Context: an optimization exercise on an open-source flow, tuned for small area, a short achievable clock period and few clock cycles. The choices shown serve that exercise and are no tape-out recipe. In this exercise RTL edits were held to simulation tests only and were not proved equivalent to the original. No activity file was given, so power comes from the tool's default toggle rates.

Setup of the reference run:
==> module nanocpu, before the edit <==
module nanocpu(p_address,p_data,d_address,d_wdata,d_rdata,mem_wr,clock,nreset);
output 	[31:0]	p_address;
input 	[31:0]	p_data;
output	[31:0]	d_address;
output			mem_wr;
output	[31:0]	d_wdata;
input	[31:0]	d_rdata;
input			clock;
input			nreset;
localparam ORI=6'b010000;
localparam ORUI=6'b010001;
localparam ADD=6'b000001;
localparam LW=6'b011000;
localparam SW=6'b011100;
localparam BEQ=6'b100100;
localparam JMP=6'b110000;
localparam R_SUM=3'd0, R_OR=3'd1, R_AND=3'd2, R_XOR=3'd3, R_Y=3'd4, R_MEM=3'd5;
reg	[29:0]	pc;
assign p_address = {pc, 2'b00};
wire	[5:0]	f_op = p_data[31:26];
wire	f_jmp = (f_op == JMP);
wire	f_mem = (f_op == LW) | (f_op == SW);
reg	[31:0]	ir;
reg		vd_q;
reg	[31:0]	sa_q, sb_q;
reg	[31:0]	sa_d, sb_d;
integer k;
always @(*)
	for (k = 0; k < 32; k = k + 1) begin
		sa_d[k] = (p_data[25:21] == k);
		sb_d[k] = (p_data[20:16] == k);
	end
wire	[5:0]	op = ir[31:26];
wire	[4:0]	rs = ir[25:21];
wire	[4:0]	rt = ir[20:16];
wire	[4:0]	rd = ir[15:11];
wire	[2:0]	fn = ir[2:0];
wire	[15:0]	imm = ir[15:0];
wire	d_ori  = (op == ORI);
wire	d_orui = (op == ORUI);
wire	d_add  = (op == ADD);
wire	d_lw   = (op == LW);
wire	d_sw   = (op == SW);
wire	d_beq  = (op == BEQ);
reg		v_q;
reg	[31:0]	a_q, y_q;
reg	[29:0]	bt_q;
reg		cin_q, c_inv_q, c_en_q;
reg	[2:0]	rsel_q;
reg		we_q, beq_q;
reg	[4:0]	rw_q;
reg		c_q;
reg	[31:0]	da_q, wd_q;
reg		mw_q;
wire	[31:0]	ex_res;
wire		ex_we = v_q & we_q;
wire	[31:0]	rf_a, rf_b;
regfile	REGFILE(rf_a, rf_b, ex_res, sa_q, sb_q, rw_q, ex_we, clock);
wire	byp_a = ex_we & (rw_q == rs);
wire	byp_b = ex_we & (rw_q == rt);
wire	[31:0]	A = rf_a;
wire	[31:0]	B = rf_b;
reg	stall;
reg	we_d;
wire	stall_d = vd_q & we_d & f_mem & (rw_d == p_data[25:21]);
wire	[29:0]	pc_br = pc + {{14{imm[15]}}, imm};
reg	[31:0]	a_d, y_d;
reg		ya_d, yb_d, yinv_d, a0_d;
reg		cin_c_d, cin_k_d, c_inv_d, c_en_d;
reg	[2:0]	rsel_d;
reg	[4:0]	rw_d;
always @(*)
begin
	a_d = A;
	y_d = B;
	ya_d = 1'b0; yb_d = 1'b1; yinv_d = 1'b0; a0_d = 1'b0;
	cin_c_d = 1'b1; cin_k_d = 1'b0; c_inv_d = 1'b0; c_en_d = 1'b1;
	rsel_d = R_SUM; we_d = 1'b0; rw_d = rd;
	case (op)
	ORI:  begin y_d = {16'b0, imm}; yb_d = 1'b0; rsel_d = R_OR; c_en_d = 1'b0; we_d = 1'b1; rw_d = rt; end
	ORUI: begin y_d = {imm, 16'b0}; yb_d = 1'b0; rsel_d = R_OR; c_en_d = 1'b0; we_d = 1'b1; rw_d = rt; end
	LW:   begin y_d = {{16{imm[15]}}, imm}; yb_d = 1'b0; rsel_d = R_MEM; we_d = 1'b1; rw_d = rt; end
	SW:   begin y_d = {{16{imm[15]}}, imm}; yb_d = 1'b0; end
	BEQ:  begin y_d = ~B; yinv_d = 1'b1; cin_c_d = 1'b0; cin_k_d = 1'b1; c_inv_d = 1'b1; end
	ADD:  begin
		we_d = 1'b1;
		case (fn)
		3'b000: ;
		3'b001: begin y_d = ~B; yinv_d = 1'b1; cin_c_d = 1'b0; cin_k_d = 1'b1; c_inv_d = 1'b1; end
		3'b010: begin rsel_d = R_OR;  c_en_d = 1'b0; end
		3'b011: begin rsel_d = R_AND; c_en_d = 1'b0; end
		3'b100: begin rsel_d = R_XOR; c_en_d = 1'b0; end
		3'b101: begin a_d = 32'b0; a0_d = 1'b1; y_d = ~A; ya_d = 1'b1; yb_d = 1'b0; yinv_d = 1'b1; cin_c_d = 1'b0; cin_k_d = 1'b1; c_en_d = 1'b0; end
		3'b110: begin y_d = ~A; ya_d = 1'b1; yb_d = 1'b0; yinv_d = 1'b1; rsel_d = R_Y; c_en_d = 1'b0; end
		default: begin y_d = ~B; yinv_d = 1'b1; rsel_d = R_Y; c_en_d = 1'b0; end
		endcase
		end
	default: ;
	endcase
end
wire	use_ex_y = (ya_d & byp_a) | (yb_d & byp_b);
wire	use_ex_a = byp_a & ~a0_d;
wire	[31:0]	sum;
wire		carry;
adder32	ALUADD(sum, carry, a_q, y_q, cin_q);
wire		c_new = v_q ? ((carry ^ c_inv_q) & c_en_q) : c_q;
reg	[31:0]	res_o;
always @(*)
begin
	case (rsel_q)
	R_OR:	res_o = a_q | y_q;
	R_AND:	res_o = a_q & y_q;
	R_XOR:	res_o = a_q ^ y_q;
	R_Y:	res_o = y_q;
	default: res_o = d_rdata;
	endcase
end
assign ex_res = (rsel_q == R_SUM) ? sum : res_o;
wire	br_taken = v_q & beq_q & (&(a_q ^ y_q));
wire	[31:0]	ag_sum;
agu	AGU(ag_sum, rf_a, imm, c_new);
assign d_address = da_q;
assign d_wdata = wd_q;
assign mem_wr = mw_q;
always @(posedge clock)
begin
	if (!nreset) begin
		pc <= 30'd0;
		vd_q <= 1'b0;
		v_q <= 1'b0;
		mw_q <= 1'b0;
		c_q <= 1'b0;
		stall <= 1'b0;
	end else begin
		if (br_taken) begin
			pc <= bt_q;
			vd_q <= 1'b0;
		end else if (stall) begin
			pc <= pc - 30'd1;
			vd_q <= 1'b0;
		end else begin
			pc <= f_jmp ? {4'b0000, p_data[25:0]} : pc + 30'd1;
			vd_q <= 1'b1;
		end
		v_q <= vd_q & ~br_taken & ~stall;
		mw_q <= vd_q & ~br_taken & ~stall & d_sw;
		c_q <= c_new;
		stall <= ~stall & ~br_taken & stall_d;
	end
end
always @(posedge clock)
begin
	ir <= p_data;
	sa_q <= sa_d;
	sb_q <= sb_d;
	a_q <= use_ex_a ? ex_res : a_d;
	y_q <= use_ex_y ? (ex_res ^ {32{yinv_d}}) : y_d;
	bt_q <= pc_br;
	cin_q <= cin_c_d ? c_new : cin_k_d;
	c_inv_q <= c_inv_d;
	c_en_q <= c_en_d;
	rsel_q <= rsel_d;
	we_q <= we_d;
	beq_q <= d_beq;
	rw_q <= rw_d;
	da_q <= ag_sum;
	wd_q <= byp_b ? ex_res : B;
end
endmodule
export LEC_CHECK = 0
export CAP_MARGIN = 20
export CORE_MARGIN = 2
export CORE_UTILIZATION = 55
export PLACE_DENSITY = 0.65
export SLEW_MARGIN = 20
export SYNTH_HIERARCHICAL = 1
create_clock -name core_clock -period 11.5 [get_ports {clock}]
standard.sh (not shown) runs the stock make flow with config.mk's settings and CLKGATE_MAP_FILE= SYNTH_SCRIPT=/design/flow/synth_recipe.tcl, a recipe that flattens the netlist after the stock synthesis.
==> flow/flow/run.sh <==
#!/bin/bash
# The standard layout, with drive-strength-2 port buffers, a clock tree with
# larger sink clusters and no dummy loads, and timing repair aimed at a
# tighter setup margin.
set -euo pipefail
bash standard.sh \
  'BUFFER_PORTS_ARGS=-buffer_cell sky130_fd_sc_hd__buf_2' \
  'CTS_ARGS=-sink_clustering_enable -repair_clock_nets -sink_clustering_size 28 -sink_clustering_max_diameter 80 -dont_use_dummy_load' \
  SETUP_SLACK_MARGIN=7.8 \
  finish > standard_flow.log 2>&1
Testbench counts of the reference run, summed over its fixed seeds: cycles 114,647.
diff inputs: the reference run => the trial run
--- a/flow/design.v
+++ b/flow/design.v
@@ -384,7 +384,8 @@
 reg	stall;
 reg	we_d;
 wire	stall_d = vd_q & we_d & f_mem & (rw_d == p_data[25:21]);
-wire	[29:0]	pc_br = pc + {{14{imm[15]}}, imm};
+wire	[15:0]	br_off = imm | {16{~d_beq}};
+wire	[29:0]	pc_br = pc + {{14{br_off[15]}}, br_off};
 reg	[31:0]	a_d, y_d;
 reg		ya_d, yb_d, yinv_d, a0_d;
 reg		cin_c_d, cin_k_d, c_inv_d, c_en_d;
@@ -457,7 +458,7 @@
 			pc <= bt_q;
 			vd_q <= 1'b0;
 		end else if (stall) begin
-			pc <= pc - 30'd1;
+			pc <= pc_br;
 			vd_q <= 1'b0;
 		end else begin
 			pc <= f_jmp ? {4'b0000, p_data[25:0]} : pc + 30'd1;
Findings:
Per-cell routed wire length: the trial run vs the reference run, no meaningful difference. Flip-flop and latch share of the layout cell area: the trial run < the reference run. Looking at fmax across both flows, the trial run is the weaker of the two, with the reference run ahead. Against the reference run, the trial run comes in 6 higher on initial antenna violation count. ~same switching power as a share of total power in the reference run and the trial run. Fraction of area in multi-input gates in the trial run vs the reference run: up 0.21 points. Diff the reference run..the trial run | number of cells traversed by the worst hold path | unchanged.
Testbench counts of the trial run, summed over its fixed seeds: cycles 114,647.

==> re-timing with driven ports <==
The flow's constraints put no driver on any port. The routed layouts listed below were extracted and timed again, unchanged, in two steps.
Step 1 assumes that a clkbuf_16 drives the clock port and a buf_2 every other input.
Step 2 moves the port delays by t, midway between the first and last clock arrival at a register: inputs arrive t later, outputs are due t later. That takes back most of the time a late clock gives input paths.
Three values: ideal ports, drivers, drivers and shift; two values: the first two.
run | t, ns | setup WS [ns] | latest minus earliest clock arrival (ns)
the reference run | 0.756 | 7.793 / 7.757 / 7.237 | 0.080 / 0.080
the trial run | 0.787 | 7.750 / 7.719 / 7.204 | 0.079 / 0.078
After both steps setup and hold are still met in every run listed. For the reference run, which loses most, drivers alone change the setup slack by -0.036 ns; drivers and shift together by -0.556 ns.
